Context: an optimization exercise on an open-source flow, tuned for small area and a short achievable clock period. The choices shown serve that exercise and are no tape-out recipe. Where RTL was checked, it was by simulation tests only, not by an equivalence proof against the original. No activity file was given, so power comes from the tool's default toggle rates.

==> delta: inputs <==
Design scarf_pat_gen_top, start of the top module:
module scarf_pat_gen_top
( input  logic        clk,
  input  logic        rst_n_sync,
  input  logic  [7:0] data_in,
  input  logic        data_in_valid,
  input  logic        data_in_finished,
  input  logic  [6:0] slave_id,
  input  logic        rnw,
  output logic  [7:0] read_data_out,
  output logic  [7:0] gpio_pat_gen_out,
  output logic        pattern_done,
  output logic [12:0] bram_addr,
  output logic        bram_wen,
  output logic        bram_ren,
  output logic  [7:0] bram_write_data,
  input  logic  [7:0] bram_read_data
 );
make LEC_CHECK=0 CAP_MARGIN=20 CORE_MARGIN=2 CORE_UTILIZATION=40 SLEW_MARGIN=20 finish   # period 6.0 ns
run.sh (not shown) runs the stock make flow with config.mk's settings and CLKGATE_MAP_FILE= SYNTH_SCRIPT=/design/flow/synth_recipe.tcl, a recipe that flattens the netlist after the stock synthesis.
==> inputs of maple, as changes to delta <==
--- a/flow/design.v
+++ b/flow/design.v
@@ -87,12 +87,22 @@
     logic        enable_bit_counter;
     logic        pattern_active_hold;
     logic        reached_final_stage1_count;
     logic  [3:0] stage1_counter;
     logic  [3:0] final_stage1_count;
     logic        step;
+    logic        ts_count;
+    logic        ca_count;
+    function automatic [25:0] carries26(input [25:0] x);
+      carries26[0] = 1'b1;
+      for (int i = 1; i < 26; i++) carries26[i] = carries26[i-1] & x[i-1];
+    endfunction
+    function automatic [12:0] carries13(input [12:0] x);
+      carries13[0] = 1'b1;
+      for (int i = 1; i < 13; i++) carries13[i] = carries13[i-1] & x[i-1];
+    endfunction
     assign off = !enable_pat_gen && !repeat_enable_pat_gen;
     assign reached_final_address = (current_address == end_address_pat_gen);
     always_comb
       case (num_gpio_sel_pat_gen)
         2'b00: reached_final_bit_count = (bit_count == 3'd7);
         2'b01: reached_final_bit_count = (bit_count == 3'd6);
@@ -110,18 +120,19 @@
       pattern_active_hold <= pattern_active;
     always_ff @(posedge clk, negedge rst_n)
       if (~rst_n)                                      pattern_done <= 1'b0;
       else if (off)                                    pattern_done <= 1'b0;
       else if (!pattern_active && pattern_active_hold) pattern_done <= 1'b1;
     assign step = reached_final_timestep_count;
+    assign ca_count = reached_final_bit_count && step && !reached_final_address;
     always_ff @(posedge clk)
-      if (off || !enable_bit_counter)                                            current_address <= '0;
-      else if (reached_final_bit_count && step) begin
-        if (!reached_final_address)                                              current_address <= current_address + 1'b1;
-        else if (repeat_enable_pat_gen)                                          current_address <= '0;
-      end
+      if (off || !enable_bit_counter ||
+          (reached_final_bit_count && step && reached_final_address && repeat_enable_pat_gen))
+        current_address <= '0;
+      else
+        current_address <= current_address ^ ({13{ca_count}} & carries13(current_address));
     assign bram_addr = current_address;
     always_ff @(posedge clk)
       if (off || !pattern_active) enable_bit_counter <= 1'b0;
       else if (step)              enable_bit_counter <= 1'b1;
     always_ff @(posedge clk)
       if (off || !enable_bit_counter)                                     bit_count <= '0;
@@ -152,15 +163,16 @@
         3'd4:    final_timestep_count = 'd10000    - 1;
         3'd5:    final_timestep_count = 'd100000   - 1;
         3'd6:    final_timestep_count = 'd1000000  - 1;  
         3'd7:    final_timestep_count = 'd10000000 - 1;  
       endcase
     assign reached_final_timestep_count = (timestep_counter == final_timestep_count) && reached_final_stage1_count;
+    assign ts_count = (timestep_sel_pat_gen != 3'd0) && reached_final_stage1_count;
     always_ff @(posedge clk)
-      if (off || !pattern_active || step)                                       timestep_counter <= '0;
-      else if ((timestep_sel_pat_gen != 3'd0) && reached_final_stage1_count)    timestep_counter <= timestep_counter + 1'b1;
+      if (off || !pattern_active || step) timestep_counter <= '0;
+      else                                timestep_counter <= timestep_counter ^ ({26{ts_count}} & carries26(timestep_counter));
     always_ff @(posedge clk)
       timestep_change <= step;
     always_ff @(posedge clk)
       timestep_change_delay <= timestep_change && pattern_active;
     always_comb
       case(num_gpio_sel_pat_gen)
@@ -196,25 +208,29 @@
     );
     parameter SLAVE_ID = 7'h02;
     logic [1:0] byte_count;
     logic       valid_slave;
     logic       byte_valid;
     logic       addr_max;
+    function automatic [12:0] carries13(input [12:0] x);
+      carries13[0] = 1'b1;
+      for (int i = 1; i < 13; i++) carries13[i] = carries13[i-1] & x[i-1];
+    endfunction
     assign valid_slave = (slave_id == SLAVE_ID);
     assign byte_valid  = valid_slave && data_in_valid;
     assign addr_max    = &scarf_bram_addr;
     always_ff @(posedge clk, negedge rst_n_sync)
       if (~rst_n_sync)                             byte_count <= 2'd0;
       else if (data_in_finished)                   byte_count <= 2'd0;
       else if (byte_valid && (byte_count != 2'd3)) byte_count <= byte_count + 1'd1;
     always_ff @(posedge clk, negedge rst_n_sync)
       if (~rst_n_sync)                                 scarf_bram_addr       <= 13'd0;
       else if (byte_valid && (byte_count == 2'd0))     scarf_bram_addr[12:8] <= data_in[4:0];
       else if (byte_valid && (byte_count == 2'd1))     scarf_bram_addr[7:0]  <= data_in;
       else if (byte_valid && !addr_max && (rnw || (byte_count == 2'd3)))
-                                                       scarf_bram_addr       <= scarf_bram_addr + 1'b1;
+                                                       scarf_bram_addr       <= scarf_bram_addr ^ carries13(scarf_bram_addr);
       else if (byte_count == 2'd0)                     scarf_bram_addr       <= 13'd0;
     always_ff @(posedge clk)
       scarf_bram_write_data <= data_in;
     always_ff @(posedge clk, negedge rst_n_sync)
       if (~rst_n_sync) scarf_bram_wen <= 1'b0;
       else             scarf_bram_wen <= data_in_valid && byte_count[1] && !rnw;
@@ -255,14 +271,19 @@
   logic        enable_pat_gen;
   logic        repeat_enable_pat_gen;
   logic  [1:0] num_gpio_sel_pat_gen;
   logic  [2:0] timestep_sel_pat_gen;
   logic  [3:0] stage1_count_sel_pat_gen;
   logic        pattern_active;
-  assign read_data_out = read_data_out_bram |
-                         ({8{(slave_id == 7'h01) && rnw}} & read_data_sel_pat_gen);
+  scarf_read_mux u_read_mux
+  ( .slave_id,
+    .rnw,
+    .read_data_bram (read_data_out_bram),
+    .read_data_sel  (read_data_sel_pat_gen),
+    .read_data_out
+   );
   scarf_regmap_pat_gen
   # ( .SLAVE_ID( 7'h01 ) )
   u_scarf_regmap_pattern_gen
   ( .clk                  (clk),
     .rst_n_sync           (rst_n_sync),
     .data_in              (data_in),
@@ -311,6 +332,15 @@
     .scarf_bram_ren
    );
   assign bram_addr = (pattern_active) ? pat_gen_bram_addr : scarf_bram_addr;
   assign bram_ren  = pattern_active | scarf_bram_ren;
   assign bram_wen  = !pattern_active & scarf_bram_wen;
 endmodule
+module scarf_read_mux
+( input  logic [6:0] slave_id,
+  input  logic       rnw,
+  input  logic [7:0] read_data_bram,
+  input  logic [7:0] read_data_sel,
+  output logic [7:0] read_data_out
+ );
+  assign read_data_out = read_data_bram | ({8{(slave_id == 7'h01) && rnw}} & read_data_sel);
+endmodule
Settings changed: CORE_UTILIZATION 40 to 60, CTS_BUF_LIST set to sky130_fd_sc_hd__clkbuf_8, SETUP_SLACK_MARGIN set to 2.5, SYNTH_HIERARCHICAL set to 1, SYNTH_MINIMUM_KEEP_SIZE set to 0, TNS_END_PERCENT set to 20.
==> inputs of quartz, as changes to delta <==
--- a/flow/design.v
+++ b/flow/design.v
@@ -87,12 +87,22 @@
     logic        enable_bit_counter;
     logic        pattern_active_hold;
     logic        reached_final_stage1_count;
     logic  [3:0] stage1_counter;
     logic  [3:0] final_stage1_count;
     logic        step;
+    logic        ts_count;
+    logic        ca_count;
+    function automatic [25:0] carries26(input [25:0] x);
+      carries26[0] = 1'b1;
+      for (int i = 1; i < 26; i++) carries26[i] = carries26[i-1] & x[i-1];
+    endfunction
+    function automatic [12:0] carries13(input [12:0] x);
+      carries13[0] = 1'b1;
+      for (int i = 1; i < 13; i++) carries13[i] = carries13[i-1] & x[i-1];
+    endfunction
     assign off = !enable_pat_gen && !repeat_enable_pat_gen;
     assign reached_final_address = (current_address == end_address_pat_gen);
     always_comb
       case (num_gpio_sel_pat_gen)
         2'b00: reached_final_bit_count = (bit_count == 3'd7);
         2'b01: reached_final_bit_count = (bit_count == 3'd6);
@@ -110,18 +120,19 @@
       pattern_active_hold <= pattern_active;
     always_ff @(posedge clk, negedge rst_n)
       if (~rst_n)                                      pattern_done <= 1'b0;
       else if (off)                                    pattern_done <= 1'b0;
       else if (!pattern_active && pattern_active_hold) pattern_done <= 1'b1;
     assign step = reached_final_timestep_count;
+    assign ca_count = reached_final_bit_count && step && !reached_final_address;
     always_ff @(posedge clk)
-      if (off || !enable_bit_counter)                                            current_address <= '0;
-      else if (reached_final_bit_count && step) begin
-        if (!reached_final_address)                                              current_address <= current_address + 1'b1;
-        else if (repeat_enable_pat_gen)                                          current_address <= '0;
-      end
+      if (off || !enable_bit_counter ||
+          (reached_final_bit_count && step && reached_final_address && repeat_enable_pat_gen))
+        current_address <= '0;
+      else
+        current_address <= current_address ^ ({13{ca_count}} & carries13(current_address));
     assign bram_addr = current_address;
     always_ff @(posedge clk)
       if (off || !pattern_active) enable_bit_counter <= 1'b0;
       else if (step)              enable_bit_counter <= 1'b1;
     always_ff @(posedge clk)
       if (off || !enable_bit_counter)                                     bit_count <= '0;
@@ -152,15 +163,16 @@
         3'd4:    final_timestep_count = 'd10000    - 1;
         3'd5:    final_timestep_count = 'd100000   - 1;
         3'd6:    final_timestep_count = 'd1000000  - 1;  
         3'd7:    final_timestep_count = 'd10000000 - 1;  
       endcase
     assign reached_final_timestep_count = (timestep_counter == final_timestep_count) && reached_final_stage1_count;
+    assign ts_count = (timestep_sel_pat_gen != 3'd0) && reached_final_stage1_count;
     always_ff @(posedge clk)
-      if (off || !pattern_active || step)                                       timestep_counter <= '0;
-      else if ((timestep_sel_pat_gen != 3'd0) && reached_final_stage1_count)    timestep_counter <= timestep_counter + 1'b1;
+      if (off || !pattern_active || step) timestep_counter <= '0;
+      else                                timestep_counter <= timestep_counter ^ ({26{ts_count}} & carries26(timestep_counter));
     always_ff @(posedge clk)
       timestep_change <= step;
     always_ff @(posedge clk)
       timestep_change_delay <= timestep_change && pattern_active;
     always_comb
       case(num_gpio_sel_pat_gen)
@@ -196,25 +208,29 @@
     );
     parameter SLAVE_ID = 7'h02;
     logic [1:0] byte_count;
     logic       valid_slave;
     logic       byte_valid;
     logic       addr_max;
+    function automatic [12:0] carries13(input [12:0] x);
+      carries13[0] = 1'b1;
+      for (int i = 1; i < 13; i++) carries13[i] = carries13[i-1] & x[i-1];
+    endfunction
     assign valid_slave = (slave_id == SLAVE_ID);
     assign byte_valid  = valid_slave && data_in_valid;
     assign addr_max    = &scarf_bram_addr;
     always_ff @(posedge clk, negedge rst_n_sync)
       if (~rst_n_sync)                             byte_count <= 2'd0;
       else if (data_in_finished)                   byte_count <= 2'd0;
       else if (byte_valid && (byte_count != 2'd3)) byte_count <= byte_count + 1'd1;
     always_ff @(posedge clk, negedge rst_n_sync)
       if (~rst_n_sync)                                 scarf_bram_addr       <= 13'd0;
       else if (byte_valid && (byte_count == 2'd0))     scarf_bram_addr[12:8] <= data_in[4:0];
       else if (byte_valid && (byte_count == 2'd1))     scarf_bram_addr[7:0]  <= data_in;
       else if (byte_valid && !addr_max && (rnw || (byte_count == 2'd3)))
-                                                       scarf_bram_addr       <= scarf_bram_addr + 1'b1;
+                                                       scarf_bram_addr       <= scarf_bram_addr ^ carries13(scarf_bram_addr);
       else if (byte_count == 2'd0)                     scarf_bram_addr       <= 13'd0;
     always_ff @(posedge clk)
       scarf_bram_write_data <= data_in;
     always_ff @(posedge clk, negedge rst_n_sync)
       if (~rst_n_sync) scarf_bram_wen <= 1'b0;
       else             scarf_bram_wen <= data_in_valid && byte_count[1] && !rnw;
@@ -255,14 +271,19 @@
   logic        enable_pat_gen;
   logic        repeat_enable_pat_gen;
   logic  [1:0] num_gpio_sel_pat_gen;
   logic  [2:0] timestep_sel_pat_gen;
   logic  [3:0] stage1_count_sel_pat_gen;
   logic        pattern_active;
-  assign read_data_out = read_data_out_bram |
-                         ({8{(slave_id == 7'h01) && rnw}} & read_data_sel_pat_gen);
+  scarf_read_mux u_read_mux
+  ( .slave_id,
+    .rnw,
+    .read_data_bram (read_data_out_bram),
+    .read_data_sel  (read_data_sel_pat_gen),
+    .read_data_out
+   );
   scarf_regmap_pat_gen
   # ( .SLAVE_ID( 7'h01 ) )
   u_scarf_regmap_pattern_gen
   ( .clk                  (clk),
     .rst_n_sync           (rst_n_sync),
     .data_in              (data_in),
@@ -311,6 +332,15 @@
     .scarf_bram_ren
    );
   assign bram_addr = (pattern_active) ? pat_gen_bram_addr : scarf_bram_addr;
   assign bram_ren  = pattern_active | scarf_bram_ren;
   assign bram_wen  = !pattern_active & scarf_bram_wen;
 endmodule
+module scarf_read_mux
+( input  logic [6:0] slave_id,
+  input  logic       rnw,
+  input  logic [7:0] read_data_bram,
+  input  logic [7:0] read_data_sel,
+  output logic [7:0] read_data_out
+ );
+  assign read_data_out = read_data_bram | ({8{(slave_id == 7'h01) && rnw}} & read_data_sel);
+endmodule
Settings changed: ABC_CLOCK_PERIOD_IN_PS set to 2500, CORE_UTILIZATION 40 to 60, SETUP_SLACK_MARGIN set to 3.0, SYNTH_HIERARCHICAL set to 1, SYNTH_MINIMUM_KEEP_SIZE set to 0.
==> qor summary <==
	maple	delta	quartz
Final WL	20120 µm	20280 µm	20980 µm
Top power consumer group	registers	the clock network	the clock network
Number of warnings issued by yosys	10	4	10
Leakage	3.989 nW	3.593 nW	4.244 nW
Average vias per placed instance	6.034	5.543	5.986
Result of the run	timing/DRC/antenna clean	timing/DRC/antenna clean	timing/DRC/antenna clean
Global routing usage on met3	0.05708	0.03924	0.05330
Final HPWL DP	14570 µm	14290 µm	14620 µm
Number of gates resized after cts	92	0	128
Multi-input combinational cell count	579	630	579
Slack of the critical path	2412 ps	667.2 ps	2330 ps
Power per cell area	232.7 mW/mm²	218.0 mW/mm²	243.4 mW/mm²
Number of optimization iterations in the first detailed-route pass	7	5	7
Sw Share	0.3047	0.2298	0.3122
Crit path max-delay cell type	or4b_4	nor3_1	or4b_4
Mean post-synth cell area	10.14 µm²	9.137 µm²	10.14 µm²
Core Area	0.01324 mm²	0.01883 mm²	0.01324 mm²
Met3 WL	876 µm	813 µm	925 µm
Worst hold slack after final layout	436.7 ps	447.5 ps	453.1 ps
Function not checked in maple and quartz: the RTL went through the layout flow alone.

[afterwards: timing with drivers on the ports]
The flow's constraints put no driver on any port. The routed layouts listed below were extracted and timed again, unchanged, in two steps. Step 1 sets driving cells, clkbuf_16 on the clock port and buf_2 on the other inputs (assumed; they add their load-dependent delay and slew). Step 2 moves the port delays by t, midway between the first and last clock arrival at a register: inputs arrive t later, outputs are due t later. That takes back most of the time a late clock gives input paths. Slacks: ideal ports / drivers / drivers and shift; pairs: ideal ports / drivers.
run	shift t [ns]	setup slack, ns	latest minus earliest clock arrival (ns)	cell pins on the clock port's net
delta	0.459	0.667 / 0.643 / 0.643	0.013 / 0.013	1
maple	0.500	2.412 / 2.372 / 2.248	0.016 / 0.016	1
quartz	0.473	2.330 / 2.288 / 2.288	0.009 / 0.009	1
After both steps every run listed still meets setup and hold. The setup slack of maple, which loses most, moves by -0.040 ns with the drivers and by -0.164 ns with both steps.
